Context: an optimization exercise on an open-source flow, tuned for small area, a short achievable clock period and few clock cycles per item. The choices shown serve that exercise and are no tape-out recipe.
The RTL was checked by simulation tests, not by an equivalence proof against the original design.

==> job 1711 <==
==> flow/design.v (excerpt) <==
module fir_1(
    input clk,
    input reset_p,
    input [15:0]x,
    input act,
    output reg [15:0]y,
    output ready
    );
clock: 10.0 ns
lec_check: 0
abc_area: 1
cap_margin: 20
core_margin: 2
core_utilization: 40
cts_buf_list: sky130_fd_sc_hd__clkbuf_16
cts_cluster_diameter: 100
cts_cluster_size: 20
setup_slack_margin: 5
slew_margin: 20
synth_hierarchical: 1
synth_minimum_keep_size: 0
run.sh (not shown) runs the stock make flow with config.mk's settings and CLKGATE_MAP_FILE= SYNTH_SCRIPT=/design/flow/synth_recipe.tcl, a recipe that flattens the netlist after the stock synthesis.
==> inputs of job 6911, as changes to job 1711 <==
==> flow/flow/run.sh (new file) <==
#!/bin/bash
set -euo pipefail
bash standard.sh SETUP_SLACK_MARGIN=5.6 finish > standard.log 2>&1
==> flow/standard.sh (new file) <==
#!/bin/bash
# synth_recipe.tcl (not shown) runs the flow's synth.tcl, then flattens the netlist and writes it again
# the make line also repeats each setting of config.mk as NAME=value (left out here)
make -C /OpenROAD-flow-scripts/flow DESIGN_CONFIG=/design/flow/config.mk WORK_HOME=/design/flow/orfs CLKGATE_MAP_FILE= SYNTH_SCRIPT=/design/flow/synth_recipe.tcl "${@:-finish}"
--- a/flow/config.mk
+++ b/flow/config.mk
@@ -12,5 +12,4 @@
 export CTS_BUF_LIST = sky130_fd_sc_hd__clkbuf_16
-export CTS_CLUSTER_DIAMETER = 100
+export CTS_CLUSTER_DIAMETER = 150
 export CTS_CLUSTER_SIZE = 20
-export SETUP_SLACK_MARGIN = 5
 export SLEW_MARGIN = 20
removed: flow/run.sh
==> inputs of job 3737, as changes to job 1711 <==
--- a/flow/config.mk
+++ b/flow/config.mk
@@ -11,5 +11,2 @@
 export CORE_UTILIZATION = 40
-export CTS_BUF_LIST = sky130_fd_sc_hd__clkbuf_16
-export CTS_CLUSTER_DIAMETER = 100
-export CTS_CLUSTER_SIZE = 20
 export SETUP_SLACK_MARGIN = 5
==> inputs of job 9717, as changes to job 1711 <==
--- a/flow/config.mk
+++ b/flow/config.mk
@@ -12,4 +12,4 @@
 export CTS_BUF_LIST = sky130_fd_sc_hd__clkbuf_16
-export CTS_CLUSTER_DIAMETER = 100
-export CTS_CLUSTER_SIZE = 20
+export CTS_CLUSTER_DIAMETER = 120
+export CTS_CLUSTER_SIZE = 26
 export SETUP_SLACK_MARGIN = 5
==> results.txt <==
Wirelength per Cell: job 6911 19.5 um; job 3737 19.4 um; job 1711 19.5 um; job 9717 19.6 um
Area overhead of the layout relative to synthesis: job 6911 13.0%; job 3737 11.6%; job 1711 9.51%; job 9717 8.93%
CP Buf/Inv Count: job 6911 3; job 3737 4; job 1711 0; job 9717 4
Final routed wirelength across all metal layers: job 6911 65.3 mm; job 3737 64.1 mm; job 1711 63.9 mm; job 9717 63.8 mm
Slowest cell on crit path: job 6911 dfrtp_2; job 3737 dfrtp_2; job 1711 dfrtp_1; job 9717 dfrtp_2
Cells after DPL: job 6911 3,226; job 3737 3,223; job 1711 3,223; job 9717 3,223
Global Route met1 Usage: job 6911 0.298; job 3737 0.288; job 1711 0.292; job 9717 0.290
Met3 wire length: job 6911 3.07 mm; job 3737 2.50 mm; job 1711 2.47 mm; job 9717 2.56 mm
Flip-flop and latch area: job 6911 7150 um2; job 3737 7080 um2; job 1711 7080 um2; job 9717 7080 um2
Via Count: job 6911 16,817; job 3737 16,550; job 1711 16,433; job 9717 16,345
Fin cells: job 6911 3,342; job 3737 3,308; job 1711 3,272; job 9717 3,263
Layout cell share with drive strength beyond 1: job 6911 0.148; job 3737 0.0821; job 1711 0.0749; job 9717 0.0731
Slew at the pin closest to its max-slew limit: job 6911 1.03 ns; job 3737 0.985 ns; job 1711 1.02 ns; job 9717 0.979 ns
Worst setup timing slack at the placement stage: job 6911 4.55 ns; job 3737 4.56 ns; job 1711 4.56 ns; job 9717 4.56 ns
Worst-Skew Late Latency: job 6911 0.55 ns; job 3737 0.56 ns; job 1711 0.56 ns; job 9717 0.55 ns
Fill cell total of the finished layout: job 6911 5,629; job 3737 5,654; job 1711 5,683; job 9717 5,723
DP HPWL: job 6911 50.4 mm; job 3737 50.6 mm; job 1711 50.6 mm; job 9717 50.6 mm
Post-route met1 wirelength: job 6911 28.9 mm; job 3737 28.8 mm; job 1711 28.9 mm; job 9717 28.8 mm
Number of nets in the finished design: job 6911 3,106; job 3737 3,057; job 1711 3,041; job 9717 3,035
Drt first-iter violations: job 6911 1,126; job 3737 1,260; job 1711 1,324; job 9717 1,230
Largest stage delay on the critical path: job 6911 0.51 ns; job 3737 0.50 ns; job 1711 0.90 ns; job 9717 0.52 ns
Result of the run: job 6911 no timing/DRC/antenna violations; job 3737 no timing/DRC/antenna violations; job 1711 no timing/DRC/antenna violations; job 9717 no timing/DRC/antenna violations
Global routing met2 resource utilization: job 6911 0.359; job 3737 0.360; job 1711 0.360; job 9717 0.359
Per-cell via count in the routed design: job 6911 5.03; job 3737 5.00; job 1711 5.02; job 9717 5.01
Testbench counts of job 1711, summed over its fixed seeds: cycles 3,200, items 3,200.
Testbench counts of job 6911, summed over its fixed seeds: cycles 3,200, items 3,200.
Testbench counts of job 3737, summed over its fixed seeds: cycles 3,200, items 3,200.
Testbench counts of job 9717, summed over its fixed seeds: cycles 3,200, items 3,200.


==> exp/cedar: inputs <==
fir_1, a different RTL version from the one above (not shown whole).
==> flow/config.mk <==
export PLATFORM = sky130hd
export DESIGN_NAME = fir_1
export DESIGN_NICKNAME = fir_1
export VERILOG_FILES = /design/flow/design.v
export SDC_FILE = /design/flow/constraint.sdc
export NUM_CORES = 4
export LEC_CHECK = 0
export ABC_AREA = 1
export CAP_MARGIN = 20
export CORE_MARGIN = 2
export CORE_UTILIZATION = 40
export SETUP_SLACK_MARGIN = 5
export SLEW_MARGIN = 20
export SYNTH_HIERARCHICAL = 1
export SYNTH_MINIMUM_KEEP_SIZE = 0
==> flow/constraint.sdc <==
create_clock -name core_clock -period 10.0 [get_ports {clk}]
set_input_delay 2.0000 -clock core_clock [delete_from_list [all_inputs] [get_ports {clk}]]
set_output_delay 2.0000 -clock core_clock [all_outputs]
set_load 0.01 [all_outputs]
Stock flow here: none of the scripts above is used.
==> inputs of exp/nickel, as changes to exp/cedar <==
ABC_AREA = unset   (was 1)
CTS_BUF_LIST = sky130_fd_sc_hd__clkbuf_4 sky130_fd_sc_hd__clkbuf_8   (was unset)
==> summary of the runs <==
- exp/nickel completed without violations. exp/cedar passed the timing, DRC and antenna checks.
- In exp/nickel the clock skew is higher than in exp/cedar, by 0.018 ns.
- Against exp/nickel, the sequential share of layout area of exp/cedar is lower by 1.3 points.
- In non-clock buffer count, exp/nickel and exp/cedar do not differ.
- Of exp/nickel and exp/cedar, exp/cedar has the higher final cell count (gap 25%, measured against exp/cedar).
- Of exp/cedar and exp/nickel, exp/nickel has the higher clock-buffer cell count (gap 27).
- Of exp/cedar and exp/nickel, exp/cedar has the higher synthesized area (gap about 6%, measured against exp/nickel).
- Against exp/nickel, the first-iteration DRC count of exp/cedar is larger by 42%.
- Between exp/nickel and exp/cedar, the lower via count is in exp/nickel (gap 21%, measured against exp/cedar).
Testbench counts of exp/cedar, summed over its fixed seeds: cycles 3,200, items 3,200.
Testbench counts of exp/nickel, summed over its fixed seeds: cycles 3,200, items 3,200.


==> job 644: inputs <==
Another version of the RTL of fir_1 (not shown whole).
Settings: LEC_CHECK=0, ABC_AREA=1, CAP_MARGIN=20, CORE_MARGIN=2, CORE_UTILIZATION=40, CTS_BUF_LIST=sky130_fd_sc_hd__clkbuf_16, CTS_CLUSTER_DIAMETER=150, CTS_CLUSTER_SIZE=20, SLEW_MARGIN=20, SYNTH_HIERARCHICAL=1, SYNTH_MINIMUM_KEEP_SIZE=0; clock period 10.0 ns.
standard.sh (not shown) runs the stock make flow with config.mk's settings and CLKGATE_MAP_FILE= SYNTH_SCRIPT=/design/flow/synth_recipe.tcl, a recipe that flattens the netlist after the stock synthesis.
==> flow/flow/run.sh <==
#!/bin/bash
set -euo pipefail
bash standard.sh SETUP_SLACK_MARGIN=6.0 finish > standard.log 2>&1
==> job 9193 (differences from job 644) <==
CORE_UTILIZATION = 55   (was 40)
==> job 8139 (differences from job 644) <==
==> flow/flow/run.sh (replaced) <==
#!/bin/bash
set -euo pipefail
bash standard.sh SETUP_SLACK_MARGIN=6.3 finish > standard.log 2>&1
==> job 9669 (differences from job 644) <==
==> flow/flow/run.sh (replaced) <==
#!/bin/bash
set -euo pipefail
bash standard.sh SETUP_SLACK_MARGIN=5.6 finish > standard.log 2>&1
==> comparison table <==
Arrival @ worst endpoint: job 644 4.54 ns; job 9193 4.70 ns; job 8139 4.57 ns; job 9669 4.71 ns
Number of non-filler instances in the completed layout: job 644 3,574; job 9193 3,308; job 8139 3,602; job 9669 3,508
Antenna diodes: job 644 0; job 9193 0; job 8139 1; job 9669 0
Met1 wire length: job 644 31,340 um; job 9193 32,910 um; job 8139 32,130 um; job 9669 31,220 um
Finished Core Util: job 644 0.4606; job 9193 0.6249; job 8139 0.4691; job 9669 0.4429
Antenna violations before repair: job 644 0; job 9193 0; job 8139 1; job 9669 0
Number of vias per cell: job 644 4.958; job 9193 5.466; job 8139 4.966; job 9669 4.920
GPL Wtd Cong: job 644 0.9064; job 9193 0.9126; job 8139 0.9388; job 9669 0.8927
Area of all placed cells without fillers: job 644 0.03018 mm2; job 9193 0.02971 mm2; job 8139 0.03073 mm2; job 9669 0.02901 mm2
Worst rel slew slack: job 644 0.3256; job 9193 0.2651; job 8139 0.1579; job 9669 0.3336
Result of the run: job 644 no timing/DRC/antenna violations; job 9193 no timing/DRC/antenna violations; job 8139 no timing/DRC/antenna violations; job 9669 no timing/DRC/antenna violations
WL/cell: job 644 20.48 um; job 9193 23.21 um; job 8139 20.59 um; job 9669 20.21 um
Capture point of the worst path: job 644 y[13]$_DFFE_PP0P_; job 9193 p4[16]$_DFFE_PP0P_; job 8139 y[15]$_DFFE_PP0P_; job 9669 rc[14]$_DFFE_PP0P_
Setup repair after global routing missed its margin: job 644 true; job 9193 true; job 8139 true; job 9669 false
Setup Buffers After CTS: job 644 64; job 9193 63; job 8139 106; job 9669 27
Area taken by multi-input logic gates: job 644 0.01756 mm2; job 9193 0.01754 mm2; job 8139 0.01777 mm2; job 9669 0.01704 mm2
WL final: job 644 73,200 um; job 9193 76,780 um; job 8139 74,160 um; job 9669 70,880 um
Final Worst Setup Slack: job 644 5.904 ns; job 9193 5.748 ns; job 8139 5.862 ns; job 9669 5.707 ns
Via count of the first global-routing pass: job 644 19,214; job 9193 19,672; job 8139 19,504; job 9669 18,727
Post-layout min period: job 644 4.096 ns; job 9193 4.252 ns; job 8139 4.138 ns; job 9669 4.293 ns
Testbench counts of job 644, summed over its fixed seeds: cycles 3,200, items 3,200.
Testbench counts of job 9193, summed over its fixed seeds: cycles 3,200, items 3,200.
Testbench counts of job 8139, summed over its fixed seeds: cycles 3,200, items 3,200.
Testbench counts of job 9669, summed over its fixed seeds: cycles 3,200, items 3,200.

[re-timing with driven ports]
In the flow no input, the clock included, has a driving cell. The finished layouts below were timed again as built, in two steps. Step 1, drivers: a clkbuf_16 drives clk and a buf_2 each remaining input, both assumed. Step 2 also shifts input and output timing later by t, the mid clock arrival at the registers, as if the neighbouring blocks saw the same clock. a / b / c = no drivers / after step 1 / after step 2; a / b = the first two.
| run | shift t [ns] | setup WS [ns] | latest minus earliest clock arrival (ns) | worst slew at a driven data input, ns |
|---|---|---|---|---|
| job 1711 | 0.609 | 5.138 / 5.138 / 4.705 | 0.027 / 0.026 | 0.11 |
| job 6911 | 0.589 | 5.185 / 5.185 / 4.686 | 0.045 / 0.045 | 0.11 |
| job 3737 | 0.617 | 5.168 / 5.168 / 4.705 | 0.016 / 0.016 | 0.12 |
| job 9717 | 0.600 | 5.127 / 5.127 / 4.661 | 0.027 / 0.028 | 0.12 |
| exp/cedar | 0.607 | 5.180 / 5.209 / 4.614 | 0.023 / 0.023 | 0.06 |
| exp/nickel | 0.695 | 4.758 / 4.758 / 4.095 | 0.038 / 0.037 | 0.06 |
| job 644 | 0.597 | 5.904 / 5.904 / 5.379 | 0.018 / 0.017 | 0.08 |
| job 9193 | 0.617 | 5.748 / 5.748 / 5.204 | 0.028 / 0.027 | 0.05 |
| job 8139 | 0.613 | 5.862 / 5.862 / 5.319 | 0.033 / 0.033 | 0.06 |
| job 9669 | 0.615 | 5.707 / 5.707 / 5.200 | 0.028 / 0.027 | 0.08 |
After both steps setup and hold are still met in every run listed. For exp/nickel, which loses most, drivers alone change the setup slack by 0.000 ns; drivers and shift together by -0.663 ns.
